Background: an optimization exercise with open tools, aiming at small area and a short achievable clock period. Do not read the settings as production practice.
In this exercise RTL edits were held to simulation tests only and were not proved equivalent to the original.
Power figures rest on the tool's default switching activity, not on a simulated workload.

## flow/design.v

```verilog
module arb_a21o (input a1, a2, b1, output y);
    assign y = a1 & a2 | b1;
endmodule
module arb_a21oi (input a1, a2, b1, output y);
    assign y = ~(a1 & a2 | b1);
endmodule
module arb_a22oi (input a1, a2, b1, b2, output y);
    assign y = ~(a1 & a2 | b1 & b2);
endmodule
module arb_a32o (input a1, a2, a3, b1, b2, output y);
    assign y = a1 & a2 & a3 | b1 & b2;
endmodule
module arb_a41oi (input a1, a2, a3, a4, b1, output y);
    assign y = ~(a1 & a2 & a3 & a4 | b1);
endmodule
module arb_and2 (input a, b, output y);
    assign y = a & b;
endmodule
module arb_and3 (input a, b, c, output y);
    assign y = a & b & c;
endmodule
module arb_and3b (input an, b, c, output y);
    assign y = ~an & b & c;
endmodule
module arb_and4 (input a, b, c, d, output y);
    assign y = a & b & c & d;
endmodule
module arb_and4b (input an, b, c, d, output y);
    assign y = ~an & b & c & d;
endmodule
module arb_inv (input a, output y);
    assign y = ~a;
endmodule
module arb_nand2 (input a, b, output y);
    assign y = ~(a & b);
endmodule
module arb_nand3 (input a, b, c, output y);
    assign y = ~(a & b & c);
endmodule
module arb_nand4 (input a, b, c, d, output y);
    assign y = ~(a & b & c & d);
endmodule
module arb_nand4b (input an, b, c, d, output y);
    assign y = ~(~an & b & c & d);
endmodule
module arb_nor2 (input a, b, output y);
    assign y = ~(a | b);
endmodule
module arb_nor2b (input a, bn, output y);
    assign y = ~a & bn;
endmodule
module arb_nor3 (input a, b, c, output y);
    assign y = ~(a | b | c);
endmodule
module arb_nor4 (input a, b, c, d, output y);
    assign y = ~(a | b | c | d);
endmodule
module arb_o21a (input a1, a2, b1, output y);
    assign y = (a1 | a2) & b1;
endmodule
module arb_o21ai (input a1, a2, b1, output y);
    assign y = ~((a1 | a2) & b1);
endmodule
module arb_or2 (input a, b, output y);
    assign y = a | b;
endmodule
module arb_or3 (input a, b, c, output y);
    assign y = a | b | c;
endmodule
module arbiter_rr #(
    parameter WIDTH = 64
)(
    input               clk,
    input               rst,
    input   [WIDTH-1:0] req,
    output  [WIDTH-1:0] grant
);
    reg  [5:0] k;
    wire [5:0] kn;
    wire a0;
    wire a1;
    wire a2;
    wire a3;
    wire a4;
    wire a5;
    wire a6;
    wire a7;
    wire cw1_a;
    wire cw1_b;
    wire cw2_a;
    wire cw2_b;
    wire cw3_a;
    wire cw3_b;
    wire cw4_a;
    wire cw4_b;
    wire cw5_a;
    wire cw5_b;
    wire cw6_a;
    wire cw6_b;
    wire cw7_a;
    wire cw7_b;
    wire eq0;
    wire eq1;
    wire eq2;
    wire eq3;
    wire eq4;
    wire eq5;
    wire eq6;
    wire eq7;
    wire gt2;
    wire gt3;
    wire gt5;
    wire gt6;
    wire gt7;
    wire h12;
    wire h34;
    wire h56;
    wire hap;
    wire le1;
    wire le2;
    wire le3;
    wire le5;
    wire le6;
    wire le7;
    wire m12;
    wire m34;
    wire m56;
    wire na03;
    wire na47;
    wire nag1;
    wire nag2;
    wire nag3;
    wire nag4;
    wire nag5;
    wire nag6;
    wire nag7;
    wire nanyg;
    wire nar;
    wire nhap;
    wire nk1;
    wire nk2;
    wire nk3;
    wire nk4;
    wire nk5;
    wire nk6;
    wire nk7;
    wire nkr0;
    wire nkr1;
    wire nkr2;
    wire npa1;
    wire npa2;
    wire npa3;
    wire npa4;
    wire npa5;
    wire npa6;
    wire npa7;
    wire npg3;
    wire npg4;
    wire npg5;
    wire npg6;
    wire npg7;
    wire nrw1;
    wire nrw2;
    wire nrw3;
    wire nrw4;
    wire nrw5;
    wire nrw6;
    wire nrw7;
    wire ntl1;
    wire ntl2;
    wire ntl3;
    wire ntl5;
    wire ntl6;
    wire ntl7;
    wire nz0;
    wire nz1;
    wire nz2;
    wire nz3;
    wire nz4;
    wire nz5;
    wire nz6;
    wire nz7;
    wire pa4;
    wire px1_0;
    wire px1_1;
    wire px1_2;
    wire px1_3;
    wire px2_0;
    wire px2_1;
    wire px2_2;
    wire px2_3;
    wire px3_0;
    wire px3_1;
    wire px3_2;
    wire px3_3;
    wire px4_0;
    wire px4_1;
    wire px4_2;
    wire px4_3;
    wire px5_0;
    wire px5_1;
    wire px5_2;
    wire px5_3;
    wire px6_0;
    wire px6_1;
    wire px6_2;
    wire px6_3;
    wire px7_0;
    wire px7_1;
    wire px7_2;
    wire px7_3;
    wire r0_n23;
    wire r0_n45;
    wire r0_n67;
    wire r0_nl1;
    wire r0_nl2;
    wire r0_nl3;
    wire r0_nl4;
    wire r0_nl5;
    wire r0_nl6;
    wire r0_nl7;
    wire r0_o4;
    wire r1_n23;
    wire r1_n45;
    wire r1_n67;
    wire r1_nl1;
    wire r1_nl2;
    wire r1_nl3;
    wire r1_nl4;
    wire r1_nl5;
    wire r1_nl6;
    wire r1_nl7;
    wire r1_o4;
    wire r2_n23;
    wire r2_n45;
    wire r2_n67;
    wire r2_nl1;
    wire r2_nl2;
    wire r2_nl3;
    wire r2_nl4;
    wire r2_nl5;
    wire r2_nl6;
    wire r2_nl7;
    wire r2_o4;
    wire r3_n23;
    wire r3_n45;
    wire r3_n67;
    wire r3_nl1;
    wire r3_nl2;
    wire r3_nl3;
    wire r3_nl4;
    wire r3_nl5;
    wire r3_nl6;
    wire r3_nl7;
    wire r3_o4;
    wire r4_n23;
    wire r4_n45;
    wire r4_n67;
    wire r4_nl1;
    wire r4_nl2;
    wire r4_nl3;
    wire r4_nl4;
    wire r4_nl5;
    wire r4_nl6;
    wire r4_nl7;
    wire r4_o4;
    wire r5_n23;
    wire r5_n45;
    wire r5_n67;
    wire r5_nl1;
    wire r5_nl2;
    wire r5_nl3;
    wire r5_nl4;
    wire r5_nl5;
    wire r5_nl6;
    wire r5_nl7;
    wire r5_o4;
    wire r6_n23;
    wire r6_n45;
    wire r6_n67;
    wire r6_nl1;
    wire r6_nl2;
    wire r6_nl3;
    wire r6_nl4;
    wire r6_nl5;
    wire r6_nl6;
    wire r6_nl7;
    wire r6_o4;
    wire r7_n23;
    wire r7_n45;
    wire r7_n67;
    wire r7_nl1;
    wire r7_nl2;
    wire r7_nl3;
    wire r7_nl4;
    wire r7_nl5;
    wire r7_nl6;
    wire r7_nl7;
    wire r7_o4;
    wire rh1;
    wire rh2;
    wire rh3;
    wire rh4;
    wire rh5;
    wire rh6;
    wire rh7;
    wire s12;
    wire s123;
    wire s1234;
    wire s34;
    wire s45;
    wire s456;
    wire s567;
    wire sp2;
    wire sp3;
    wire sp4;
    wire sp5;
    wire sp6;
    wire sp7;
    wire t23;
    wire wc0;
    wire wc0_a;
    wire wc0_b;
    wire wc1;
    wire wc1_a;
    wire wc1_b;
    wire wc2;
    wire wc2_a;
    wire wc2_b;
    wire wr0;
    wire wr1;
    wire wr2;
    arb_inv u1 (.a(k[3]), .y(nkr0));
    arb_inv u2 (.a(k[4]), .y(nkr1));
    arb_inv u3 (.a(k[5]), .y(nkr2));
    arb_nor3 u4 (.a(k[5]), .b(k[4]), .c(k[3]), .y(eq0));
    arb_nor3 u5 (.a(k[5]), .b(k[4]), .c(nkr0), .y(eq1));
    arb_nor3 u6 (.a(k[5]), .b(nkr1), .c(k[3]), .y(eq2));
    arb_nor3 u7 (.a(k[5]), .b(nkr1), .c(nkr0), .y(eq3));
    arb_nor3 u8 (.a(nkr2), .b(k[4]), .c(k[3]), .y(eq4));
    arb_nor3 u9 (.a(nkr2), .b(k[4]), .c(nkr0), .y(eq5));
    arb_nor3 u10 (.a(nkr2), .b(nkr1), .c(k[3]), .y(eq6));
    arb_nor3 u11 (.a(nkr2), .b(nkr1), .c(nkr0), .y(eq7));
    arb_nor2 u12 (.a(k[5]), .b(k[4]), .y(gt2));
    arb_a21oi u13 (.a1(k[4]), .a2(k[3]), .b1(k[5]), .y(gt3));
    arb_o21ai u14 (.a1(k[4]), .a2(k[3]), .b1(k[5]), .y(gt5));
    arb_nand2 u15 (.a(k[5]), .b(k[4]), .y(gt6));
    arb_nand3 u16 (.a(k[5]), .b(k[4]), .c(k[3]), .y(gt7));
    arb_or3 u17 (.a(k[5]), .b(k[4]), .c(k[3]), .y(le1));
    arb_or2 u18 (.a(k[5]), .b(k[4]), .y(le2));
    arb_a21o u19 (.a1(k[4]), .a2(k[3]), .b1(k[5]), .y(le3));
    arb_o21a u20 (.a1(k[4]), .a2(k[3]), .b1(k[5]), .y(le5));
    arb_and2 u21 (.a(k[5]), .b(k[4]), .y(le6));
    arb_and3 u22 (.a(k[5]), .b(k[4]), .c(k[3]), .y(le7));
    arb_or3 u23 (.a(k[2]), .b(k[1]), .c(k[0]), .y(ntl1));
    arb_or2 u24 (.a(k[2]), .b(k[1]), .y(ntl2));
    arb_a21o u25 (.a1(k[1]), .a2(k[0]), .b1(k[2]), .y(ntl3));
    arb_o21a u26 (.a1(k[1]), .a2(k[0]), .b1(k[2]), .y(ntl5));
    arb_and2 u27 (.a(k[2]), .b(k[1]), .y(ntl6));
    arb_and3 u28 (.a(k[2]), .b(k[1]), .c(k[0]), .y(ntl7));
    arb_inv u29 (.a(req[0]), .y(r0_nl1));
    arb_nor2 u30 (.a(req[0]), .b(req[1]), .y(r0_nl2));
    arb_nor3 u31 (.a(req[0]), .b(req[1]), .c(req[2]), .y(r0_nl3));
    arb_nor2 u32 (.a(req[2]), .b(req[3]), .y(r0_n23));
    arb_nand2 u33 (.a(r0_nl2), .b(r0_n23), .y(r0_o4));
    arb_inv u34 (.a(r0_o4), .y(r0_nl4));
    arb_nor2 u35 (.a(r0_o4), .b(req[4]), .y(r0_nl5));
    arb_nor3 u36 (.a(r0_o4), .b(req[4]), .c(req[5]), .y(r0_nl6));
    arb_nor4 u37 (.a(r0_o4), .b(req[4]), .c(req[5]), .d(req[6]), .y(r0_nl7));
    arb_nor2 u38 (.a(req[4]), .b(req[5]), .y(r0_n45));
    arb_nor2 u39 (.a(req[6]), .b(req[7]), .y(r0_n67));
    arb_nand4 u40 (.a(r0_nl2), .b(r0_n23), .c(r0_n45), .d(r0_n67), .y(a0));
    arb_inv u41 (.a(req[8]), .y(r1_nl1));
    arb_nor2 u42 (.a(req[8]), .b(req[9]), .y(r1_nl2));
    arb_nor3 u43 (.a(req[8]), .b(req[9]), .c(req[10]), .y(r1_nl3));
    arb_nor2 u44 (.a(req[10]), .b(req[11]), .y(r1_n23));
    arb_nand2 u45 (.a(r1_nl2), .b(r1_n23), .y(r1_o4));
    arb_inv u46 (.a(r1_o4), .y(r1_nl4));
    arb_nor2 u47 (.a(r1_o4), .b(req[12]), .y(r1_nl5));
    arb_nor3 u48 (.a(r1_o4), .b(req[12]), .c(req[13]), .y(r1_nl6));
    arb_nor4 u49 (.a(r1_o4), .b(req[12]), .c(req[13]), .d(req[14]), .y(r1_nl7));
    arb_nor2 u50 (.a(req[12]), .b(req[13]), .y(r1_n45));
    arb_nor2 u51 (.a(req[14]), .b(req[15]), .y(r1_n67));
    arb_nand4 u52 (.a(r1_nl2), .b(r1_n23), .c(r1_n45), .d(r1_n67), .y(a1));
    arb_inv u53 (.a(req[16]), .y(r2_nl1));
    arb_nor2 u54 (.a(req[16]), .b(req[17]), .y(r2_nl2));
    arb_nor3 u55 (.a(req[16]), .b(req[17]), .c(req[18]), .y(r2_nl3));
    arb_nor2 u56 (.a(req[18]), .b(req[19]), .y(r2_n23));
    arb_nand2 u57 (.a(r2_nl2), .b(r2_n23), .y(r2_o4));
    arb_inv u58 (.a(r2_o4), .y(r2_nl4));
    arb_nor2 u59 (.a(r2_o4), .b(req[20]), .y(r2_nl5));
    arb_nor3 u60 (.a(r2_o4), .b(req[20]), .c(req[21]), .y(r2_nl6));
    arb_nor4 u61 (.a(r2_o4), .b(req[20]), .c(req[21]), .d(req[22]), .y(r2_nl7));
    arb_nor2 u62 (.a(req[20]), .b(req[21]), .y(r2_n45));
    arb_nor2 u63 (.a(req[22]), .b(req[23]), .y(r2_n67));
    arb_nand4 u64 (.a(r2_nl2), .b(r2_n23), .c(r2_n45), .d(r2_n67), .y(a2));
    arb_inv u65 (.a(req[24]), .y(r3_nl1));
    arb_nor2 u66 (.a(req[24]), .b(req[25]), .y(r3_nl2));
    arb_nor3 u67 (.a(req[24]), .b(req[25]), .c(req[26]), .y(r3_nl3));
    arb_nor2 u68 (.a(req[26]), .b(req[27]), .y(r3_n23));
    arb_nand2 u69 (.a(r3_nl2), .b(r3_n23), .y(r3_o4));
    arb_inv u70 (.a(r3_o4), .y(r3_nl4));
    arb_nor2 u71 (.a(r3_o4), .b(req[28]), .y(r3_nl5));
    arb_nor3 u72 (.a(r3_o4), .b(req[28]), .c(req[29]), .y(r3_nl6));
    arb_nor4 u73 (.a(r3_o4), .b(req[28]), .c(req[29]), .d(req[30]), .y(r3_nl7));
    arb_nor2 u74 (.a(req[28]), .b(req[29]), .y(r3_n45));
    arb_nor2 u75 (.a(req[30]), .b(req[31]), .y(r3_n67));
    arb_nand4 u76 (.a(r3_nl2), .b(r3_n23), .c(r3_n45), .d(r3_n67), .y(a3));
    arb_inv u77 (.a(req[32]), .y(r4_nl1));
    arb_nor2 u78 (.a(req[32]), .b(req[33]), .y(r4_nl2));
    arb_nor3 u79 (.a(req[32]), .b(req[33]), .c(req[34]), .y(r4_nl3));
    arb_nor2 u80 (.a(req[34]), .b(req[35]), .y(r4_n23));
    arb_nand2 u81 (.a(r4_nl2), .b(r4_n23), .y(r4_o4));
    arb_inv u82 (.a(r4_o4), .y(r4_nl4));
    arb_nor2 u83 (.a(r4_o4), .b(req[36]), .y(r4_nl5));
    arb_nor3 u84 (.a(r4_o4), .b(req[36]), .c(req[37]), .y(r4_nl6));
    arb_nor4 u85 (.a(r4_o4), .b(req[36]), .c(req[37]), .d(req[38]), .y(r4_nl7));
    arb_nor2 u86 (.a(req[36]), .b(req[37]), .y(r4_n45));
    arb_nor2 u87 (.a(req[38]), .b(req[39]), .y(r4_n67));
    arb_nand4 u88 (.a(r4_nl2), .b(r4_n23), .c(r4_n45), .d(r4_n67), .y(a4));
    arb_inv u89 (.a(req[40]), .y(r5_nl1));
    arb_nor2 u90 (.a(req[40]), .b(req[41]), .y(r5_nl2));
    arb_nor3 u91 (.a(req[40]), .b(req[41]), .c(req[42]), .y(r5_nl3));
    arb_nor2 u92 (.a(req[42]), .b(req[43]), .y(r5_n23));
    arb_nand2 u93 (.a(r5_nl2), .b(r5_n23), .y(r5_o4));
    arb_inv u94 (.a(r5_o4), .y(r5_nl4));
    arb_nor2 u95 (.a(r5_o4), .b(req[44]), .y(r5_nl5));
    arb_nor3 u96 (.a(r5_o4), .b(req[44]), .c(req[45]), .y(r5_nl6));
    arb_nor4 u97 (.a(r5_o4), .b(req[44]), .c(req[45]), .d(req[46]), .y(r5_nl7));
    arb_nor2 u98 (.a(req[44]), .b(req[45]), .y(r5_n45));
    arb_nor2 u99 (.a(req[46]), .b(req[47]), .y(r5_n67));
    arb_nand4 u100 (.a(r5_nl2), .b(r5_n23), .c(r5_n45), .d(r5_n67), .y(a5));
    arb_inv u101 (.a(req[48]), .y(r6_nl1));
    arb_nor2 u102 (.a(req[48]), .b(req[49]), .y(r6_nl2));
    arb_nor3 u103 (.a(req[48]), .b(req[49]), .c(req[50]), .y(r6_nl3));
    arb_nor2 u104 (.a(req[50]), .b(req[51]), .y(r6_n23));
    arb_nand2 u105 (.a(r6_nl2), .b(r6_n23), .y(r6_o4));
    arb_inv u106 (.a(r6_o4), .y(r6_nl4));
    arb_nor2 u107 (.a(r6_o4), .b(req[52]), .y(r6_nl5));
    arb_nor3 u108 (.a(r6_o4), .b(req[52]), .c(req[53]), .y(r6_nl6));
    arb_nor4 u109 (.a(r6_o4), .b(req[52]), .c(req[53]), .d(req[54]), .y(r6_nl7));
    arb_nor2 u110 (.a(req[52]), .b(req[53]), .y(r6_n45));
    arb_nor2 u111 (.a(req[54]), .b(req[55]), .y(r6_n67));
    arb_nand4 u112 (.a(r6_nl2), .b(r6_n23), .c(r6_n45), .d(r6_n67), .y(a6));
    arb_inv u113 (.a(req[56]), .y(r7_nl1));
    arb_nor2 u114 (.a(req[56]), .b(req[57]), .y(r7_nl2));
    arb_nor3 u115 (.a(req[56]), .b(req[57]), .c(req[58]), .y(r7_nl3));
    arb_nor2 u116 (.a(req[58]), .b(req[59]), .y(r7_n23));
    arb_nand2 u117 (.a(r7_nl2), .b(r7_n23), .y(r7_o4));
    arb_inv u118 (.a(r7_o4), .y(r7_nl4));
    arb_nor2 u119 (.a(r7_o4), .b(req[60]), .y(r7_nl5));
    arb_nor3 u120 (.a(r7_o4), .b(req[60]), .c(req[61]), .y(r7_nl6));
    arb_nor4 u121 (.a(r7_o4), .b(req[60]), .c(req[61]), .d(req[62]), .y(r7_nl7));
    arb_nor2 u122 (.a(req[60]), .b(req[61]), .y(r7_n45));
    arb_nor2 u123 (.a(req[62]), .b(req[63]), .y(r7_n67));
    arb_nand4 u124 (.a(r7_nl2), .b(r7_n23), .c(r7_n45), .d(r7_n67), .y(a7));
    arb_a22oi u125 (.a1(eq0), .a2(req[1]), .b1(eq1), .b2(req[9]), .y(px1_0));
    arb_a22oi u126 (.a1(eq2), .a2(req[17]), .b1(eq3), .b2(req[25]), .y(px1_1));
    arb_a22oi u127 (.a1(eq4), .a2(req[33]), .b1(eq5), .b2(req[41]), .y(px1_2));
    arb_a22oi u128 (.a1(eq6), .a2(req[49]), .b1(eq7), .b2(req[57]), .y(px1_3));
    arb_a41oi u129 (.a1(px1_0), .a2(px1_1), .a3(px1_2), .a4(px1_3), .b1(ntl1), .y(rh1));
    arb_a22oi u130 (.a1(eq0), .a2(req[2]), .b1(eq1), .b2(req[10]), .y(px2_0));
    arb_a22oi u131 (.a1(eq2), .a2(req[18]), .b1(eq3), .b2(req[26]), .y(px2_1));
    arb_a22oi u132 (.a1(eq4), .a2(req[34]), .b1(eq5), .b2(req[42]), .y(px2_2));
    arb_a22oi u133 (.a1(eq6), .a2(req[50]), .b1(eq7), .b2(req[58]), .y(px2_3));
    arb_a41oi u134 (.a1(px2_0), .a2(px2_1), .a3(px2_2), .a4(px2_3), .b1(ntl2), .y(rh2));
    arb_a22oi u135 (.a1(eq0), .a2(req[3]), .b1(eq1), .b2(req[11]), .y(px3_0));
    arb_a22oi u136 (.a1(eq2), .a2(req[19]), .b1(eq3), .b2(req[27]), .y(px3_1));
    arb_a22oi u137 (.a1(eq4), .a2(req[35]), .b1(eq5), .b2(req[43]), .y(px3_2));
    arb_a22oi u138 (.a1(eq6), .a2(req[51]), .b1(eq7), .b2(req[59]), .y(px3_3));
    arb_a41oi u139 (.a1(px3_0), .a2(px3_1), .a3(px3_2), .a4(px3_3), .b1(ntl3), .y(rh3));
    arb_a22oi u140 (.a1(eq0), .a2(req[4]), .b1(eq1), .b2(req[12]), .y(px4_0));
    arb_a22oi u141 (.a1(eq2), .a2(req[20]), .b1(eq3), .b2(req[28]), .y(px4_1));
    arb_a22oi u142 (.a1(eq4), .a2(req[36]), .b1(eq5), .b2(req[44]), .y(px4_2));
    arb_a22oi u143 (.a1(eq6), .a2(req[52]), .b1(eq7), .b2(req[60]), .y(px4_3));
    arb_a41oi u144 (.a1(px4_0), .a2(px4_1), .a3(px4_2), .a4(px4_3), .b1(k[2]), .y(rh4));
    arb_a22oi u145 (.a1(eq0), .a2(req[5]), .b1(eq1), .b2(req[13]), .y(px5_0));
    arb_a22oi u146 (.a1(eq2), .a2(req[21]), .b1(eq3), .b2(req[29]), .y(px5_1));
    arb_a22oi u147 (.a1(eq4), .a2(req[37]), .b1(eq5), .b2(req[45]), .y(px5_2));
    arb_a22oi u148 (.a1(eq6), .a2(req[53]), .b1(eq7), .b2(req[61]), .y(px5_3));
    arb_a41oi u149 (.a1(px5_0), .a2(px5_1), .a3(px5_2), .a4(px5_3), .b1(ntl5), .y(rh5));
    arb_a22oi u150 (.a1(eq0), .a2(req[6]), .b1(eq1), .b2(req[14]), .y(px6_0));
    arb_a22oi u151 (.a1(eq2), .a2(req[22]), .b1(eq3), .b2(req[30]), .y(px6_1));
    arb_a22oi u152 (.a1(eq4), .a2(req[38]), .b1(eq5), .b2(req[46]), .y(px6_2));
    arb_a22oi u153 (.a1(eq6), .a2(req[54]), .b1(eq7), .b2(req[62]), .y(px6_3));
    arb_a41oi u154 (.a1(px6_0), .a2(px6_1), .a3(px6_2), .a4(px6_3), .b1(ntl6), .y(rh6));
    arb_a22oi u155 (.a1(eq0), .a2(req[7]), .b1(eq1), .b2(req[15]), .y(px7_0));
    arb_a22oi u156 (.a1(eq2), .a2(req[23]), .b1(eq3), .b2(req[31]), .y(px7_1));
    arb_a22oi u157 (.a1(eq4), .a2(req[39]), .b1(eq5), .b2(req[47]), .y(px7_2));
    arb_a22oi u158 (.a1(eq6), .a2(req[55]), .b1(eq7), .b2(req[63]), .y(px7_3));
    arb_a41oi u159 (.a1(px7_0), .a2(px7_1), .a3(px7_2), .a4(px7_3), .b1(ntl7), .y(rh7));
    arb_nor2 u160 (.a(rh1), .b(rh2), .y(m12));
    arb_nor2 u161 (.a(rh3), .b(rh4), .y(m34));
    arb_nor2 u162 (.a(rh5), .b(rh6), .y(m56));
    arb_nor2b u163 (.a(rh1), .bn(rh2), .y(sp2));
    arb_and2 u164 (.a(rh3), .b(m12), .y(sp3));
    arb_and3b u165 (.an(rh3), .b(rh4), .c(m12), .y(sp4));
    arb_and3 u166 (.a(rh5), .b(m12), .c(m34), .y(sp5));
    arb_and4b u167 (.an(rh5), .b(rh6), .c(m12), .d(m34), .y(sp6));
    arb_and4 u168 (.a(rh7), .b(m12), .c(m34), .d(m56), .y(sp7));
    arb_nand4b u169 (.an(rh7), .b(m12), .c(m34), .d(m56), .y(hap));
    arb_nor2 u170 (.a(rh1), .b(rh2), .y(h12));
    arb_nor2 u171 (.a(rh3), .b(rh4), .y(h34));
    arb_nor2 u172 (.a(rh5), .b(rh6), .y(h56));
    arb_and4b u173 (.an(rh7), .b(h12), .c(h34), .d(h56), .y(nhap));
    arb_nand2 u174 (.a(a1), .b(eq0), .y(nag1));
    arb_nand2 u175 (.a(a2), .b(gt2), .y(nag2));
    arb_nand2 u176 (.a(a3), .b(gt3), .y(nag3));
    arb_nand2 u177 (.a(a4), .b(nkr2), .y(nag4));
    arb_nand2 u178 (.a(a5), .b(gt5), .y(nag5));
    arb_nand2 u179 (.a(a6), .b(gt6), .y(nag6));
    arb_nand2 u180 (.a(a7), .b(gt7), .y(nag7));
    arb_nand2 u181 (.a(nag1), .b(nag2), .y(s12));
    arb_nand3 u182 (.a(nag1), .b(nag2), .c(nag3), .y(s123));
    arb_nand2 u183 (.a(nag3), .b(nag4), .y(s34));
    arb_nand2 u184 (.a(nag4), .b(nag5), .y(s45));
    arb_nand3 u185 (.a(nag4), .b(nag5), .c(nag6), .y(s456));
    arb_nand4 u186 (.a(nag1), .b(nag2), .c(nag3), .d(nag4), .y(s1234));
    arb_nand3 u187 (.a(nag5), .b(nag6), .c(nag7), .y(s567));
    arb_inv u188 (.a(s12), .y(npg3));
    arb_inv u189 (.a(s123), .y(npg4));
    arb_nor2 u190 (.a(s12), .b(s34), .y(npg5));
    arb_nor2 u191 (.a(s123), .b(s45), .y(npg6));
    arb_nor2 u192 (.a(s123), .b(s456), .y(npg7));
    arb_nor2 u193 (.a(s1234), .b(s567), .y(nanyg));
    arb_inv u194 (.a(a0), .y(npa1));
    arb_nor2 u195 (.a(a0), .b(a1), .y(npa2));
    arb_nor3 u196 (.a(a0), .b(a1), .c(a2), .y(npa3));
    arb_nor2 u197 (.a(a2), .b(a3), .y(t23));
    arb_nand2 u198 (.a(npa2), .b(t23), .y(pa4));
    arb_inv u199 (.a(pa4), .y(npa4));
    arb_nor2 u200 (.a(pa4), .b(a4), .y(npa5));
    arb_nor3 u201 (.a(pa4), .b(a4), .c(a5), .y(npa6));
    arb_nor4 u202 (.a(pa4), .b(a4), .c(a5), .d(a6), .y(npa7));
    arb_a21o u203 (.a1(nanyg), .a2(npa1), .b1(eq0), .y(nk1));
    arb_a32o u204 (.a1(le2), .a2(nanyg), .a3(npa2), .b1(gt2), .b2(nag1), .y(nk2));
    arb_a32o u205 (.a1(le3), .a2(nanyg), .a3(npa3), .b1(gt3), .b2(npg3), .y(nk3));
    arb_a32o u206 (.a1(k[5]), .a2(nanyg), .a3(npa4), .b1(nkr2), .b2(npg4), .y(nk4));
    arb_a32o u207 (.a1(le5), .a2(nanyg), .a3(npa5), .b1(gt5), .b2(npg5), .y(nk5));
    arb_a32o u208 (.a1(le6), .a2(nanyg), .a3(npa6), .b1(gt6), .b2(npg6), .y(nk6));
    arb_a32o u209 (.a1(le7), .a2(nanyg), .a3(npa7), .b1(gt7), .b2(npg7), .y(nk7));
    arb_and2 u210 (.a(nhap), .b(nanyg), .y(nz0));
    arb_and2 u211 (.a(nhap), .b(nk1), .y(nz1));
    arb_and2 u212 (.a(nhap), .b(nk2), .y(nz2));
    arb_and2 u213 (.a(nhap), .b(nk3), .y(nz3));
    arb_and2 u214 (.a(nhap), .b(nk4), .y(nz4));
    arb_and2 u215 (.a(nhap), .b(nk5), .y(nz5));
    arb_and2 u216 (.a(nhap), .b(nk6), .y(nz6));
    arb_and2 u217 (.a(nhap), .b(nk7), .y(nz7));
    arb_and2 u218 (.a(req[0]), .b(nz0), .y(grant[0]));
    arb_a32o u219 (.a1(req[1]), .a2(r0_nl1), .a3(nz0), .b1(eq0), .b2(rh1), .y(grant[1]));
    arb_a32o u220 (.a1(req[2]), .a2(r0_nl2), .a3(nz0), .b1(eq0), .b2(sp2), .y(grant[2]));
    arb_a32o u221 (.a1(req[3]), .a2(r0_nl3), .a3(nz0), .b1(eq0), .b2(sp3), .y(grant[3]));
    arb_a32o u222 (.a1(req[4]), .a2(r0_nl4), .a3(nz0), .b1(eq0), .b2(sp4), .y(grant[4]));
    arb_a32o u223 (.a1(req[5]), .a2(r0_nl5), .a3(nz0), .b1(eq0), .b2(sp5), .y(grant[5]));
    arb_a32o u224 (.a1(req[6]), .a2(r0_nl6), .a3(nz0), .b1(eq0), .b2(sp6), .y(grant[6]));
    arb_a32o u225 (.a1(req[7]), .a2(r0_nl7), .a3(nz0), .b1(eq0), .b2(sp7), .y(grant[7]));
    arb_and2 u226 (.a(req[8]), .b(nz1), .y(grant[8]));
    arb_a32o u227 (.a1(req[9]), .a2(r1_nl1), .a3(nz1), .b1(eq1), .b2(rh1), .y(grant[9]));
    arb_a32o u228 (.a1(req[10]), .a2(r1_nl2), .a3(nz1), .b1(eq1), .b2(sp2), .y(grant[10]));
    arb_a32o u229 (.a1(req[11]), .a2(r1_nl3), .a3(nz1), .b1(eq1), .b2(sp3), .y(grant[11]));
    arb_a32o u230 (.a1(req[12]), .a2(r1_nl4), .a3(nz1), .b1(eq1), .b2(sp4), .y(grant[12]));
    arb_a32o u231 (.a1(req[13]), .a2(r1_nl5), .a3(nz1), .b1(eq1), .b2(sp5), .y(grant[13]));
    arb_a32o u232 (.a1(req[14]), .a2(r1_nl6), .a3(nz1), .b1(eq1), .b2(sp6), .y(grant[14]));
    arb_a32o u233 (.a1(req[15]), .a2(r1_nl7), .a3(nz1), .b1(eq1), .b2(sp7), .y(grant[15]));
    arb_and2 u234 (.a(req[16]), .b(nz2), .y(grant[16]));
    arb_a32o u235 (.a1(req[17]), .a2(r2_nl1), .a3(nz2), .b1(eq2), .b2(rh1), .y(grant[17]));
    arb_a32o u236 (.a1(req[18]), .a2(r2_nl2), .a3(nz2), .b1(eq2), .b2(sp2), .y(grant[18]));
    arb_a32o u237 (.a1(req[19]), .a2(r2_nl3), .a3(nz2), .b1(eq2), .b2(sp3), .y(grant[19]));
    arb_a32o u238 (.a1(req[20]), .a2(r2_nl4), .a3(nz2), .b1(eq2), .b2(sp4), .y(grant[20]));
    arb_a32o u239 (.a1(req[21]), .a2(r2_nl5), .a3(nz2), .b1(eq2), .b2(sp5), .y(grant[21]));
    arb_a32o u240 (.a1(req[22]), .a2(r2_nl6), .a3(nz2), .b1(eq2), .b2(sp6), .y(grant[22]));
    arb_a32o u241 (.a1(req[23]), .a2(r2_nl7), .a3(nz2), .b1(eq2), .b2(sp7), .y(grant[23]));
    arb_and2 u242 (.a(req[24]), .b(nz3), .y(grant[24]));
    arb_a32o u243 (.a1(req[25]), .a2(r3_nl1), .a3(nz3), .b1(eq3), .b2(rh1), .y(grant[25]));
    arb_a32o u244 (.a1(req[26]), .a2(r3_nl2), .a3(nz3), .b1(eq3), .b2(sp2), .y(grant[26]));
    arb_a32o u245 (.a1(req[27]), .a2(r3_nl3), .a3(nz3), .b1(eq3), .b2(sp3), .y(grant[27]));
    arb_a32o u246 (.a1(req[28]), .a2(r3_nl4), .a3(nz3), .b1(eq3), .b2(sp4), .y(grant[28]));
    arb_a32o u247 (.a1(req[29]), .a2(r3_nl5), .a3(nz3), .b1(eq3), .b2(sp5), .y(grant[29]));
    arb_a32o u248 (.a1(req[30]), .a2(r3_nl6), .a3(nz3), .b1(eq3), .b2(sp6), .y(grant[30]));
    arb_a32o u249 (.a1(req[31]), .a2(r3_nl7), .a3(nz3), .b1(eq3), .b2(sp7), .y(grant[31]));
    arb_and2 u250 (.a(req[32]), .b(nz4), .y(grant[32]));
    arb_a32o u251 (.a1(req[33]), .a2(r4_nl1), .a3(nz4), .b1(eq4), .b2(rh1), .y(grant[33]));
    arb_a32o u252 (.a1(req[34]), .a2(r4_nl2), .a3(nz4), .b1(eq4), .b2(sp2), .y(grant[34]));
    arb_a32o u253 (.a1(req[35]), .a2(r4_nl3), .a3(nz4), .b1(eq4), .b2(sp3), .y(grant[35]));
    arb_a32o u254 (.a1(req[36]), .a2(r4_nl4), .a3(nz4), .b1(eq4), .b2(sp4), .y(grant[36]));
    arb_a32o u255 (.a1(req[37]), .a2(r4_nl5), .a3(nz4), .b1(eq4), .b2(sp5), .y(grant[37]));
    arb_a32o u256 (.a1(req[38]), .a2(r4_nl6), .a3(nz4), .b1(eq4), .b2(sp6), .y(grant[38]));
    arb_a32o u257 (.a1(req[39]), .a2(r4_nl7), .a3(nz4), .b1(eq4), .b2(sp7), .y(grant[39]));
    arb_and2 u258 (.a(req[40]), .b(nz5), .y(grant[40]));
    arb_a32o u259 (.a1(req[41]), .a2(r5_nl1), .a3(nz5), .b1(eq5), .b2(rh1), .y(grant[41]));
    arb_a32o u260 (.a1(req[42]), .a2(r5_nl2), .a3(nz5), .b1(eq5), .b2(sp2), .y(grant[42]));
    arb_a32o u261 (.a1(req[43]), .a2(r5_nl3), .a3(nz5), .b1(eq5), .b2(sp3), .y(grant[43]));
    arb_a32o u262 (.a1(req[44]), .a2(r5_nl4), .a3(nz5), .b1(eq5), .b2(sp4), .y(grant[44]));
    arb_a32o u263 (.a1(req[45]), .a2(r5_nl5), .a3(nz5), .b1(eq5), .b2(sp5), .y(grant[45]));
    arb_a32o u264 (.a1(req[46]), .a2(r5_nl6), .a3(nz5), .b1(eq5), .b2(sp6), .y(grant[46]));
    arb_a32o u265 (.a1(req[47]), .a2(r5_nl7), .a3(nz5), .b1(eq5), .b2(sp7), .y(grant[47]));
    arb_and2 u266 (.a(req[48]), .b(nz6), .y(grant[48]));
    arb_a32o u267 (.a1(req[49]), .a2(r6_nl1), .a3(nz6), .b1(eq6), .b2(rh1), .y(grant[49]));
    arb_a32o u268 (.a1(req[50]), .a2(r6_nl2), .a3(nz6), .b1(eq6), .b2(sp2), .y(grant[50]));
    arb_a32o u269 (.a1(req[51]), .a2(r6_nl3), .a3(nz6), .b1(eq6), .b2(sp3), .y(grant[51]));
    arb_a32o u270 (.a1(req[52]), .a2(r6_nl4), .a3(nz6), .b1(eq6), .b2(sp4), .y(grant[52]));
    arb_a32o u271 (.a1(req[53]), .a2(r6_nl5), .a3(nz6), .b1(eq6), .b2(sp5), .y(grant[53]));
    arb_a32o u272 (.a1(req[54]), .a2(r6_nl6), .a3(nz6), .b1(eq6), .b2(sp6), .y(grant[54]));
    arb_a32o u273 (.a1(req[55]), .a2(r6_nl7), .a3(nz6), .b1(eq6), .b2(sp7), .y(grant[55]));
    arb_and2 u274 (.a(req[56]), .b(nz7), .y(grant[56]));
    arb_a32o u275 (.a1(req[57]), .a2(r7_nl1), .a3(nz7), .b1(eq7), .b2(rh1), .y(grant[57]));
    arb_a32o u276 (.a1(req[58]), .a2(r7_nl2), .a3(nz7), .b1(eq7), .b2(sp2), .y(grant[58]));
    arb_a32o u277 (.a1(req[59]), .a2(r7_nl3), .a3(nz7), .b1(eq7), .b2(sp3), .y(grant[59]));
    arb_a32o u278 (.a1(req[60]), .a2(r7_nl4), .a3(nz7), .b1(eq7), .b2(sp4), .y(grant[60]));
    arb_a32o u279 (.a1(req[61]), .a2(r7_nl5), .a3(nz7), .b1(eq7), .b2(sp5), .y(grant[61]));
    arb_a32o u280 (.a1(req[62]), .a2(r7_nl6), .a3(nz7), .b1(eq7), .b2(sp6), .y(grant[62]));
    arb_a32o u281 (.a1(req[63]), .a2(r7_nl7), .a3(nz7), .b1(eq7), .b2(sp7), .y(grant[63]));
    arb_a22oi u282 (.a1(a1), .a2(nz1), .b1(eq1), .b2(hap), .y(nrw1));
    arb_a22oi u283 (.a1(a2), .a2(nz2), .b1(eq2), .b2(hap), .y(nrw2));
    arb_a22oi u284 (.a1(a3), .a2(nz3), .b1(eq3), .b2(hap), .y(nrw3));
    arb_a22oi u285 (.a1(a4), .a2(nz4), .b1(eq4), .b2(hap), .y(nrw4));
    arb_a22oi u286 (.a1(a5), .a2(nz5), .b1(eq5), .b2(hap), .y(nrw5));
    arb_a22oi u287 (.a1(a6), .a2(nz6), .b1(eq6), .b2(hap), .y(nrw6));
    arb_a22oi u288 (.a1(a7), .a2(nz7), .b1(eq7), .b2(hap), .y(nrw7));
    arb_nand4 u289 (.a(nrw1), .b(nrw3), .c(nrw5), .d(nrw7), .y(wr0));
    arb_nand4 u290 (.a(nrw2), .b(nrw3), .c(nrw6), .d(nrw7), .y(wr1));
    arb_nand4 u291 (.a(nrw4), .b(nrw5), .c(nrw6), .d(nrw7), .y(wr2));
    arb_nor4 u292 (.a(grant[1]), .b(grant[9]), .c(grant[17]), .d(grant[25]), .y(cw1_a));
    arb_nor4 u293 (.a(grant[33]), .b(grant[41]), .c(grant[49]), .d(grant[57]), .y(cw1_b));
    arb_nor4 u294 (.a(grant[2]), .b(grant[10]), .c(grant[18]), .d(grant[26]), .y(cw2_a));
    arb_nor4 u295 (.a(grant[34]), .b(grant[42]), .c(grant[50]), .d(grant[58]), .y(cw2_b));
    arb_nor4 u296 (.a(grant[3]), .b(grant[11]), .c(grant[19]), .d(grant[27]), .y(cw3_a));
    arb_nor4 u297 (.a(grant[35]), .b(grant[43]), .c(grant[51]), .d(grant[59]), .y(cw3_b));
    arb_nor4 u298 (.a(grant[4]), .b(grant[12]), .c(grant[20]), .d(grant[28]), .y(cw4_a));
    arb_nor4 u299 (.a(grant[36]), .b(grant[44]), .c(grant[52]), .d(grant[60]), .y(cw4_b));
    arb_nor4 u300 (.a(grant[5]), .b(grant[13]), .c(grant[21]), .d(grant[29]), .y(cw5_a));
    arb_nor4 u301 (.a(grant[37]), .b(grant[45]), .c(grant[53]), .d(grant[61]), .y(cw5_b));
    arb_nor4 u302 (.a(grant[6]), .b(grant[14]), .c(grant[22]), .d(grant[30]), .y(cw6_a));
    arb_nor4 u303 (.a(grant[38]), .b(grant[46]), .c(grant[54]), .d(grant[62]), .y(cw6_b));
    arb_nor4 u304 (.a(grant[7]), .b(grant[15]), .c(grant[23]), .d(grant[31]), .y(cw7_a));
    arb_nor4 u305 (.a(grant[39]), .b(grant[47]), .c(grant[55]), .d(grant[63]), .y(cw7_b));
    arb_nand4 u306 (.a(cw1_a), .b(cw1_b), .c(cw3_a), .d(cw3_b), .y(wc0_a));
    arb_nand4 u307 (.a(cw5_a), .b(cw5_b), .c(cw7_a), .d(cw7_b), .y(wc0_b));
    arb_or2 u308 (.a(wc0_a), .b(wc0_b), .y(wc0));
    arb_nand4 u309 (.a(cw2_a), .b(cw2_b), .c(cw3_a), .d(cw3_b), .y(wc1_a));
    arb_nand4 u310 (.a(cw6_a), .b(cw6_b), .c(cw7_a), .d(cw7_b), .y(wc1_b));
    arb_or2 u311 (.a(wc1_a), .b(wc1_b), .y(wc1));
    arb_nand4 u312 (.a(cw4_a), .b(cw4_b), .c(cw5_a), .d(cw5_b), .y(wc2_a));
    arb_nand4 u313 (.a(cw6_a), .b(cw6_b), .c(cw7_a), .d(cw7_b), .y(wc2_b));
    arb_or2 u314 (.a(wc2_a), .b(wc2_b), .y(wc2));
    arb_nor4 u315 (.a(a0), .b(a1), .c(a2), .d(a3), .y(na03));
    arb_nor4 u316 (.a(a4), .b(a5), .c(a6), .d(a7), .y(na47));
    arb_and2 u317 (.a(na03), .b(na47), .y(nar));
    arb_a21o u318 (.a1(nar), .a2(k[0]), .b1(wc0), .y(kn[0]));
    arb_a21o u319 (.a1(nar), .a2(k[3]), .b1(wr0), .y(kn[3]));
    arb_a21o u320 (.a1(nar), .a2(k[1]), .b1(wc1), .y(kn[1]));
    arb_a21o u321 (.a1(nar), .a2(k[4]), .b1(wr1), .y(kn[4]));
    arb_a21o u322 (.a1(nar), .a2(k[2]), .b1(wc2), .y(kn[2]));
    arb_a21o u323 (.a1(nar), .a2(k[5]), .b1(wr2), .y(kn[5]));
    always @(posedge clk or negedge rst) begin
        if (!rst)
            k <= 6'd63;
        else
            k <= kn;
    end
endmodule
```

## flow/flow/run.sh

```bash
#!/bin/bash
# The standard layout, with three changes: the port buffers are the
# smallest buffer (buf_1) instead of the default; after floorplan every
# logic cell is set to its smallest drive strength (flow/downsize.tcl);
# after placement the cells on the critical paths are sized up again
# (flow/size.tcl).
set -euo pipefail
here=$(pwd)
export BUFFER_PORTS_ARGS="-buffer_cell sky130_fd_sc_hd__buf_1"
export POST_FLOORPLAN_TCL="$here/flow/downsize.tcl"
export POST_RESIZE_TCL="$here/flow/size.tcl"
bash standard.sh > "$here/flow_standard.log" 2>&1
```

## flow/flow/downsize.tcl

```tcl
# Hook run after floorplan: set every logic cell to its smallest drive
# strength where that is smaller. Synthesis maps each gate on its own and
# picks stronger cells than the loads need; flow/size.tcl then upsizes
# the cells that timing needs, once the cells are placed.
set db [ord::get_db]
set n 0
foreach inst [[ord::get_db_block] getInsts] {
  set master [$inst getMaster]
  set name [$master getName]
  if {[regexp {^(sky130_fd_sc_hd__[a-z0-9]+)_([0-9]+)$} $name -> base size] && $size > 1} {
    set small [$db findMaster ${base}_1]
    if {$small ne "NULL"
        && [$small getWidth] * [$small getHeight] < [$master getWidth] * [$master getHeight]} {
      $inst swapMaster $small
      incr n
    }
  }
}
puts "downsize: $n cells set to drive strength 1"
```

## flow/flow/size.tcl

```tcl
# Hook run after placement and its design repair: give the drivers of the
# high-fanout nets on the request-to-grant paths a stronger cell.
set ::db [ord::get_db]
set ::block [ord::get_db_block]
proc size_driver {net_name size} {
  set net [$::block findNet $net_name]
  if {$net eq "NULL"} { puts "size: no net $net_name"; return }
  foreach iterm [$net getITerms] {
    if {[$iterm isOutputSignal]} {
      set inst [$iterm getInst]
      set name [[$inst getMaster] getName]
      regexp {^(sky130_fd_sc_hd__[a-z0-9]+)_[0-9]+$} $name -> base
      set big [$::db findMaster ${base}_$size]
      if {$big ne "NULL"} {
        $inst swapMaster $big
        puts "size: $net_name driver [$inst getName] $name -> ${base}_$size"
      }
    }
  }
}
foreach g {0 1 2 3 4 5 6 7} {
  size_driver nz$g 4
  size_driver a$g 2
}
size_driver nhap 4
size_driver nanyg 4
size_driver rh1 2
foreach n {h12 h34 h56} { size_driver $n 2 }
log_cmd repair_timing -setup -setup_margin 2.5 -sequence "sizeup,swap" -skip_last_gasp -verbose
```

## flow/standard.sh

```bash
#!/bin/bash
# synth_recipe.tcl (not shown) runs the flow's synth.tcl, then flattens the netlist and writes it again
# the make line also repeats each setting of config.mk as NAME=value (left out here)
make -C /OpenROAD-flow-scripts/flow DESIGN_CONFIG=/design/flow/config.mk WORK_HOME=/design/flow/orfs CLKGATE_MAP_FILE= SYNTH_SCRIPT=/design/flow/synth_recipe.tcl "${@:-finish}"
```

## flow/config.mk

```make
export PLATFORM = sky130hd
export DESIGN_NAME = arbiter_rr
export DESIGN_NICKNAME = arbiter_rr
export VERILOG_FILES = /design/flow/design.v
export SDC_FILE = /design/flow/constraint.sdc
export NUM_CORES = 4
export LEC_CHECK = 0
export CAP_MARGIN = 20
export CORE_MARGIN = 2
export CORE_UTILIZATION = 40
export CTS_BUF_LIST = sky130_fd_sc_hd__clkbuf_2
export SETUP_SLACK_MARGIN = 0.3
export SLEW_MARGIN = 20
export SYNTH_HIERARCHICAL = 1
export SYNTH_MINIMUM_KEEP_SIZE = 0
```

## flow/constraint.sdc

```tcl
create_clock -name core_clock -period 6.5 [get_ports {clk}]
set_input_delay 1.3000 -clock core_clock [delete_from_list [all_inputs] [get_ports {clk}]]
set_output_delay 1.3000 -clock core_clock [all_outputs]
set_load 0.01 [all_outputs]
```

==> Flow_metrics.wiki, run 1 <==
{| class="wikitable"
! Metric !! Value
|-
| Post-CTS Repair Setup Buffers || 0
|-
| DIE HEIGHT || 86.73 um
|-
| IO Pins || 130
|-
| Layout Nets || 537
|-
| Summed negative setup slack over all endpoints || 0 ns
|-
| Detailed-router iteration count before antenna repair || 6
|-
| Fmax || 228.6 MHz
|-
| Detailed Route WL || 11,860 um
|-
| Floorplan die width || 86.73 um
|-
| #FFs+latches synth || 6
|-
| Number of nets in the synthesized netlist || 394
|-
| CTS tree || yes
|-
| CTS max path bufs || 2
|-
| Setup violations, final || 0
|-
| Initial cell density of the core || 40.74%
|-
| Largest reg by FF count || k
|-
| Largest fanout on the critical path || 9
|-
| Area of the mapped netlist || 0.002738 mm^2
|-
| Worst hold path type || flip-flop to flip-flop
|-
| Number of hold buffers added after cts || 0
|-
| Peak supply drop || 0.0001220 V
|-
| Worst setup slack for register-to-register paths || 2.43 ns
|-
| Instance count of the mapped netlist || 328
|-
| Fin. Hold Viols || 0
|-
| Commonest non-fill, non-tap cell in the layout || buf_6
|-
| Number of filler instances in the final layout || 624
|-
| Average wire per standard cell || 21.60 um
|-
| Number of max-slew violations in the final report || 0
|-
| RD Place Congestion || 0.9528
|-
| Worst setup EP type || output pin
|-
| Crit path launch type || input pin
|-
| Run status || complete, no violations
|-
| # diodes || 0
|-
| Sequential cell area fraction in the yosys report || 5.759%
|-
| Synthesized area divided by synthesized cell count || 8.346 um^2
|-
| Antenna violations before repair || 0
|-
| Vias after detailed routing || 3,762
|-
| Fin worst setup slack || 2.126 ns
|-
| Max-slew headroom || 53.86%
|-
| Total power || 1.051 mW
|-
| Post-cts repair resize count || 0
|-
| Slew @ Worst Pin || 0.6858 ns
|-
| Max_cap viols || 0
|-
| FP Rows || 30
|-
| Register clock-pin slew on the reported worst setup and hold paths || 0.06 ns
|-
| Number of vias per cell after detailed routing || 6.852
|-
| Number of global-route vias before repair || 3,559
|-
| Leak Pwr || 1.773 nW
|-
| Largest net degree at the start of global routing || 18
|-
| Largest registers || k: 6 flops
|-
| Worst endpoint required time || 5.20 ns
|-
| CTS sink cnt || 6
|-
| CTS Buf Count || 3
|-
| Number of buffers inserted by port buffering || 129
|-
| Worst setup skew after layout || 0.0004284 ns
|-
| RSZ-0062 raised after global routing || false
|-
| Total congestion overflow after global routing || 0
|-
| Minimum clock period || 4.374 ns
|-
| Final worst hold slack || 0.5463 ns
|-
| HPWL Detailed || 9533 um
|-
| DRT antenna net count || 0
|-
| First-pass GRT wire length || 18,340 um
|-
| Power Density || 274.4 mW/mm^2
|-
| Count of different cell masters after synthesis || 24
|-
| Detailed router's first-iteration violation count || 310
|-
| Data arrival time at the worst-slack endpoint || 3.07 ns
|-
| Final Core Density || 57.02%
|-
| Clock root cell || clkbuf_2
|-
| Insertion delay to the later sink of the worst-skew pair || 0.22 ns
|-
| Die footprint || 0.007522 mm^2
|-
| Part of the cycle the worst path needs || 67.29%
|-
| Share of final-layout standard cells stronger than drive strength 1 || 50.32%
|-
| Worst setup path category || input pin to output pin
|-
| Area Growth Syn to Fin || 39.94%
|-
| H-tree levels || 1
|-
| Area of the core || 0.006719 mm^2
|-
| Flip-flop count of the largest register, all copies and words added || 6
|-
| Global-route usage over all layers || 30.23%
|-
| Worst slack at placement || 2.210 ns
|-
| Total number of yosys warnings || 7
|-
| Most frequent cells in the layout || 42 x buf_6, 38 x a32o_2, 37 x buf_1, 35 x clkbuf_2
|-
| Drt drc || 0
|}
[power by group]
group	switching, mW	internal (mW)	leakage, nW
clock network	0.0136	0.0125	0.0125
registers	0.0469	0.0738	0.0627
logic	0.548	0.357	1.70
total	0.608	0.443	1.77
[modules after synthesis (local to each module, per instance), a selection]
module / cells / area (um^2) / copies in the design
arb_a22oi: 1 / 12.51 / 35
arb_a21oi: 1 / 8.758 / 1
arb_and4: 1 / 8.758 / 1
arb_and3b: 1 / 8.758 / 1
arb_a21o: 1 / 7.507 / 9
arb_and2: 1 / 6.256 / 20
arb_and3: 1 / 6.256 / 3
arb_or3: 1 / 6.256 / 1
arb_nand3: 1 / 5.005 / 4
arb_o21ai: 1 / 5.005 / 1
arb_nand2: 1 / 3.754 / 20
arb_nor2: 1 / 3.754 / 54
[cells by family after synthesis]
kind of cell | after synthesis | synth area share, %
compound gates | 117 | 46.34
simple gates | 182 | 44.74
buf+inv | 23 | 3.153
flops | 6 | 5.759
[metrics by stage]
| step | cells | cell area, um^2 |
|---|---|---|
| 2_1_floorplan | 328 | 2738 |
| 3_3_place_gp | 546 | 2864 |
| 3_5_place_dp | 546 | 3816 |
| 4_1_cts | 549 | 3831 |
| 5_1_grt | 549 | 3831 |
| 6_report | 549 | 3831 |
[per-layer routing]
layer | share of wire (%) | GRT usage, %
met5 | 0 | 0
met2 | 46 | 51.75
met4 | 1.8 | 6.108
met3 | 11 | 4.381
met1 | 41 | 40.35
[worst paths after layout]
kind                          from   endpoint  depth (start not counted)
max                        req[16]  grant[59]                         10
min                           k[0]       k[0]                          1
max reg2reg                   k[5]       k[0]                         12
min reg2reg                   k[0]       k[0]                          1
max in group asynchronous      rst       k[2]                          1
min in group asynchronous      rst       k[5]                          1
[worst max-delay path: stages]
cell and delay, ns:
clkbuf_2 0.13, nor2_4 0.18, nand4_4 0.14, nand2_2 0.12, nand4_1 0.15, nor2_4 0.26, a32o_1 0.22, and2_4 0.22
a32o_1 0.21, clkbuf_2 0.14
[synth_stat cells, drive strengths merged]
cell type / number / area (um^2)
nor2: 54 / 202.7
nand4: 18 / 112.6
and4: 1 / 8.760
a41oi: 7 / 113.9
or3: 1 / 6.260
and2: 20 / 125.1
a22oi: 35 / 437.9
or2: 5 / 31.28
nor2b: 1 / 13.76
nand3: 4 / 20.02
and3: 3 / 18.77
dfstp: 6 / 157.7
and3b: 1 / 8.760
nand2: 20 / 75.07
a32o: 62 / 620.6
o21ai: 1 / 5.000
nor4: 25 / 312.8
nor3: 26 / 260.3
and4b: 2 / 20.02
inv: 23 / 86.33
a21oi: 1 / 8.760
o21a: 2 / 15.01
nand4b: 1 / 8.760
a21o: 9 / 67.56
[cell type report]
type / instances / area (um^2) / area share (%)
inverters: 23 / 86.33 / 2.253
multi-input cells: 299 / 2522 / 65.84
flip-flops and latches: 6 / 157.7 / 4.115
clock buffers: 3 / 15.01 / 0.3919
well taps: 80 / 100.1 / 2.613
repair buffers: 138 / 949.7 / 24.79
==> run 2: changes to the inputs <==
--- a/flow/flow/size.tcl
+++ b/flow/flow/size.tcl
@@ -26,4 +26,3 @@
 size_driver nanyg 4
 size_driver rh1 2
 foreach n {h12 h34 h56} { size_driver $n 2 }
-log_cmd repair_timing -setup -setup_margin 2.5 -sequence "sizeup,swap" -skip_last_gasp -verbose
==> run 2 against run 1 <==
Net effect: still clean; first-iteration DRC count up 9.4%; sequential power barely moved; die area did not move; critical path depth is the same; non-clock buffer count did not move; sequential share of layout area up 1.2 points; via count down 1.1%; total power down 11%; utilization shrank 13 points; critical endpoint is now grant[63]; largest cell class unchanged; highest routed layer unchanged.
==> Flow_metrics.wiki, run 2 <==
{| class="wikitable"
! Metric !! Value
|-
| Run status || complete, no violations
|-
| Vias after detailed routing || 3,721 (-1.1%)
|-
| Commonest cells in the netlist || 62 x a32o_1, 54 x nor2_1, 35 x a22oi_2, 26 x nor3_2, 25 x nor4_2
|-
| Area Growth Syn to Fin || 8.684%
|-
| Number of buffers inserted by port buffering || 129 (unchanged)
|-
| Share of final-layout standard cells stronger than drive strength 1 || 8.529% (-42 points)
|-
| Detailed router's first-iteration violation count || 339 (+9.4%)
|-
| #FFs+latches synth || 6 (unchanged)
|-
| Inst Count DP || 546 (unchanged)
|-
| Max-slew headroom || 49.25% (-4.6 points)
|-
| CTS tree || yes
|-
| IO Pins || 130 (unchanged)
|-
| Area of the mapped netlist || 0.002738 mm^2 (unchanged)
|-
| Number of max-slew violations in the final report || 0 (unchanged)
|-
| Crit path launch type || input pin
|-
| Largest net degree at the start of global routing || 18 (unchanged)
|-
| Cells along the critical path || buf_1, nor2_1, nand4_2, nor2_1, nand2_1, nor4_1, a32o_1, and2_4, a32o_1, buf_1
|-
| Drt drc || 0 (unchanged)
|-
| First-pass GRT wire length || 17,260 um (-5.9%)
|-
| Average wire per standard cell || 20.14 um (-6.7%)
|-
| Dominant cells by area after synthesis || a32o_1 23%, a22oi_2 16%, nor4_2 11%
|-
| Post-CTS Repair Setup Buffers || 0 (unchanged)
|-
| Commonest non-fill, non-tap cell in the layout || buf_1
|-
| Antenna violations before repair || 0 (unchanged)
|-
| CTS sink cnt || 6 (unchanged)
|-
| Detailed-router iteration count before antenna repair || 7 (+1)
|-
| Fin cells || 549 (unchanged)
|-
| Top flip-flop cell by instance count after synthesis || dfstp_2
|-
| Flip-flop count of the largest register, all copies and words added || 6 (unchanged)
|-
| Register clock-pin slew on the reported worst setup and hold paths || 0.06 ns (about the same)
|-
| Slew @ Worst Pin || 0.7597 ns (+0.07391 ns)
|-
| H-tree levels || 1 (unchanged)
|-
| Largest registers || k: 6 flops
|-
| CTS Buf Count || 3 (unchanged)
|-
| CTS max path bufs || 2 (unchanged)
|-
| Initial cell density of the core || 40.74% (unchanged)
|-
| Part of the cycle the worst path needs || 71.84% (+4.5 points)
|-
| Largest fanout on the critical path || 9 (unchanged)
|-
| End of the worst register-to-register path || k[1]
|-
| DIE HEIGHT || 86.73 um (unchanged)
|-
| Worst Reg2Reg Path Length in Cells || 14 (+2)
|-
| Fmax || 214.2 MHz (-6.3%)
|-
| Worst setup EP type || output pin
|-
| FP Rows || 30 (unchanged)
|-
| Share of Yosys cell area claimed by the top area cell type || 22.67% (unchanged)
|-
| EDFF count, synth || 0 (unchanged)
|-
| HP Start || k[0]
|-
| Cell count of the worst hold path || 1 (unchanged)
|-
| Total power || 935.4 uW (-11%)
|-
| Family with the most delay on the worst path || simple AND/OR/NAND/NOR gates
|-
| Maximum cell stage delay along the critical path || 0.34 ns (+0.08 ns)
|-
| Area after detailed placement || 0.002960 mm^2 (-22%)
|-
| Max_cap viols || 0 (unchanged)
|-
| Fin. Hold Viols || 0 (unchanged)
|-
| Area of the core || 0.006719 mm^2 (unchanged)
|-
| Data arrival time at the worst-slack endpoint || 3.37 ns (+0.30 ns)
|-
| Number of vias per cell after detailed routing || 6.778 (-1.1%)
|-
| Sum of buffers and inverters on the critical path || 2 (unchanged)
|-
| Post-cts repair resize count || 0 (unchanged)
|-
| Total number of yosys warnings || 7 (unchanged)
|-
| Worst setup path category || input pin to output pin
|-
| Leak Pwr || 1.111 nW (-37%)
|-
| Launch point of the worst reg-to-reg path || k[5]
|-
| Slowest stage cell, crit path || nor4_1
|-
| Total congestion overflow after global routing || 0 (unchanged)
|-
| Floorplan die width || 86.73 um (unchanged)
|-
| Worst endpoint required time || 5.20 ns (about the same)
|-
| Area leader, netlist || a32o_1
|-
| Worst setup skew after layout || 0.001423 ns (+0.0009948 ns)
|-
| Instance count of the mapped netlist || 328 (unchanged)
|-
| RSZ-0062 raised after global routing || false
|-
| Number of global-route vias before repair || 3,334 (-6.3%)
|-
| Number of nets in the synthesized netlist || 394 (unchanged)
|-
| Die footprint || 0.007522 mm^2 (unchanged)
|-
| Area of all placed cells without fillers || 0.002975 mm^2 (-22%)
|-
| Fraction of registers with async set or reset after synthesis || 100.0% (unchanged)
|-
| Sequential cell area fraction in the yosys report || 5.759% (unchanged)
|-
| Largest reg by FF count || k
|-
| Insertion delay to the later sink of the worst-skew pair || 0.21 ns (about the same)
|-
| HPWL Detailed || 8970 um (-5.9%)
|-
| Count of different cell masters after synthesis || 24 (unchanged)
|-
| Minimum clock period || 4.670 ns (+0.2955 ns)
|-
| Synthesized area divided by synthesized cell count || 8.346 um^2 (unchanged)
|-
| Peak supply drop || 0.0001028 V (-16%)
|-
| Clock root cell || clkbuf_2
|-
| Setup violations, final || 0 (unchanged)
|-
| Global-route usage over all layers || 28.63% (-1.6 points)
|-
| Number of filler instances in the final layout || 741 (+19%)
|-
| Power Density || 314.4 mW/mm^2 (+15%)
|-
| Number of hold buffers added after cts || 0 (unchanged)
|-
| RD Place Congestion || 0.9528 (unchanged)
|-
| Worst setup slack for register-to-register paths || 2.41 ns (-0.02 ns)
|-
| Most frequent cells in the layout || 129 x buf_1, 62 x a32o_1, 50 x nor2_1, 35 x a22oi_1, 26 x nor3_1
|-
| Layout Nets || 537 (unchanged)
|-
| DRT antenna net count || 0 (unchanged)
|-
| # diodes || 0 (unchanged)
|-
| Worst hold path type || flip-flop to flip-flop
|-
| Cell with the most instances after synthesis || a32o_1
|-
| Summed negative setup slack over all endpoints || 0 ns (unchanged)
|-
| End point of the most critical hold path || k[0]
|-
| Detailed Route WL || 11,060 um (-6.7%)
|}
==> run 2: logic make-up (layout without fill, tap and decap cells) <==
logic type      after synthesis  count (layout)  share of synthesized area (%)
simple gates                182             182                          44.74
compound gates              117             117                          46.34
buf+inv                      23             164                          3.153
flops                         6               6                          5.759
==> run 2: how the worst max path moves through the flow <==
stage	from	to	slack [ns]	cells after the start
floorplan	k[5]	grant[10]	2.10	8
global placement	req[33]	grant[55]	1.53	10
detailed placement	req[1]	grant[63]	1.87	10
CTS	req[1]	grant[63]	1.86	10
global route	req[1]	grant[63]	1.70	10
finish	req[1]	grant[63]	1.83	10
==> run 2: cell type report <==
type / count / area (um^2) / area share [%]
sequential: 6 / 157.7 / 5.299
multi-input combinational: 299 / 2064 / 69.39
tap: 80 / 100.1 / 3.364
clock buffer: 3 / 15.01 / 0.5046
timing repair buffer: 138 / 551.8 / 18.55
inverter: 23 / 86.33 / 2.902
==> run 2: where the power goes <==
part           switching, mW  total [mW]  internal (mW)  leakage (nW)
clock                 0.0124      0.0248         0.0125        0.0125
combinational          0.504       0.792          0.288          1.04
sequential            0.0453       0.119         0.0737        0.0627
total                  0.561       0.935          0.374          1.11
==> run 2: routing by layer <==
layer  share of wire [%]  wire, um  track usage [%]  vias to the layer above
li1                    -         -                -                     1675
met1                  43      4744            39.83                     1754
met2                  44      4902            46.43                      263
met3                  10      1138            4.286                       29
met4                 2.5       274            6.818                        0
met5                   0         0                0                        -
==> run 2: Yosys stat by module, one instance, submodules excluded, a selection <==
| module | copies in the design | cells | cell area (um^2) |
|---|---|---|---|
| arb_a21o | 9 | 1 | 7.507 |
| arb_a22oi | 35 | 1 | 12.51 |
| arb_a32o | 62 | 1 | 10.01 |
| arb_and2 | 20 | 1 | 6.256 |
| arb_and3 | 3 | 1 | 6.256 |
| arb_and3b | 1 | 1 | 8.758 |
| arb_and4 | 1 | 1 | 8.758 |
| arb_and4b | 2 | 1 | 10.01 |
| arb_nand2 | 20 | 1 | 3.754 |
| arb_nand4 | 18 | 1 | 6.256 |
| arb_nand4b | 1 | 1 | 8.758 |
| arb_nor2 | 54 | 1 | 3.754 |
| arb_nor2b | 1 | 1 | 13.76 |
| arb_o21ai | 1 | 1 | 5.005 |
| arb_or3 | 1 | 1 | 6.256 |
| arbiter_rr | 1 | 6 | 157.7 |
==> run 2: stage by stage <==
| stage | hold WS, ns | util (%) | worst slack [ns] |
|---|---|---|---|
| floorplan | 0.5101 | - | 2.101 |
| global placement | 0.5412 | 42.63 | 1.532 |
| detailed placement | 0.5350 | 44.06 | 1.873 |
| CTS | 0.5437 | 44.28 | 1.862 |
| global route | 0.5534 | 44.28 | 1.702 |
| finish | 0.5401 | 44.28 | 1.830 |

-- separate check: timing with driven ports --
The results above use ideal ports. As a check the final layouts listed here were re-extracted and re-timed, cells and wires unchanged. Step 1 assumes that a clkbuf_16 drives the clock port and a buf_2 every other input. Step 2 moves the port delays by t, midway between the first and last clock arrival at a register: inputs arrive t later, outputs are due t later. That takes back most of the time a late clock gives input paths. Slacks: ideal / step 1 / step 2; pairs: ideal / step 1.
run | shift t [ns] | setup slack, ns | worst hold slack (ns) | slew at the worst register clock pin (ns)
run 1 | 0.241 | 2.126 / 2.103 / 2.103 | 0.546 / 0.546 / 0.546 | 0.06 / 0.06
run 2 | 0.230 | 1.830 / 1.809 / 1.809 | 0.540 / 0.540 / 0.540 | 0.06 / 0.06
After both steps setup and hold are still met in every run listed. The setup slack of run 1, which loses most, moves by -0.023 ns with the drivers and by -0.023 ns with both steps.
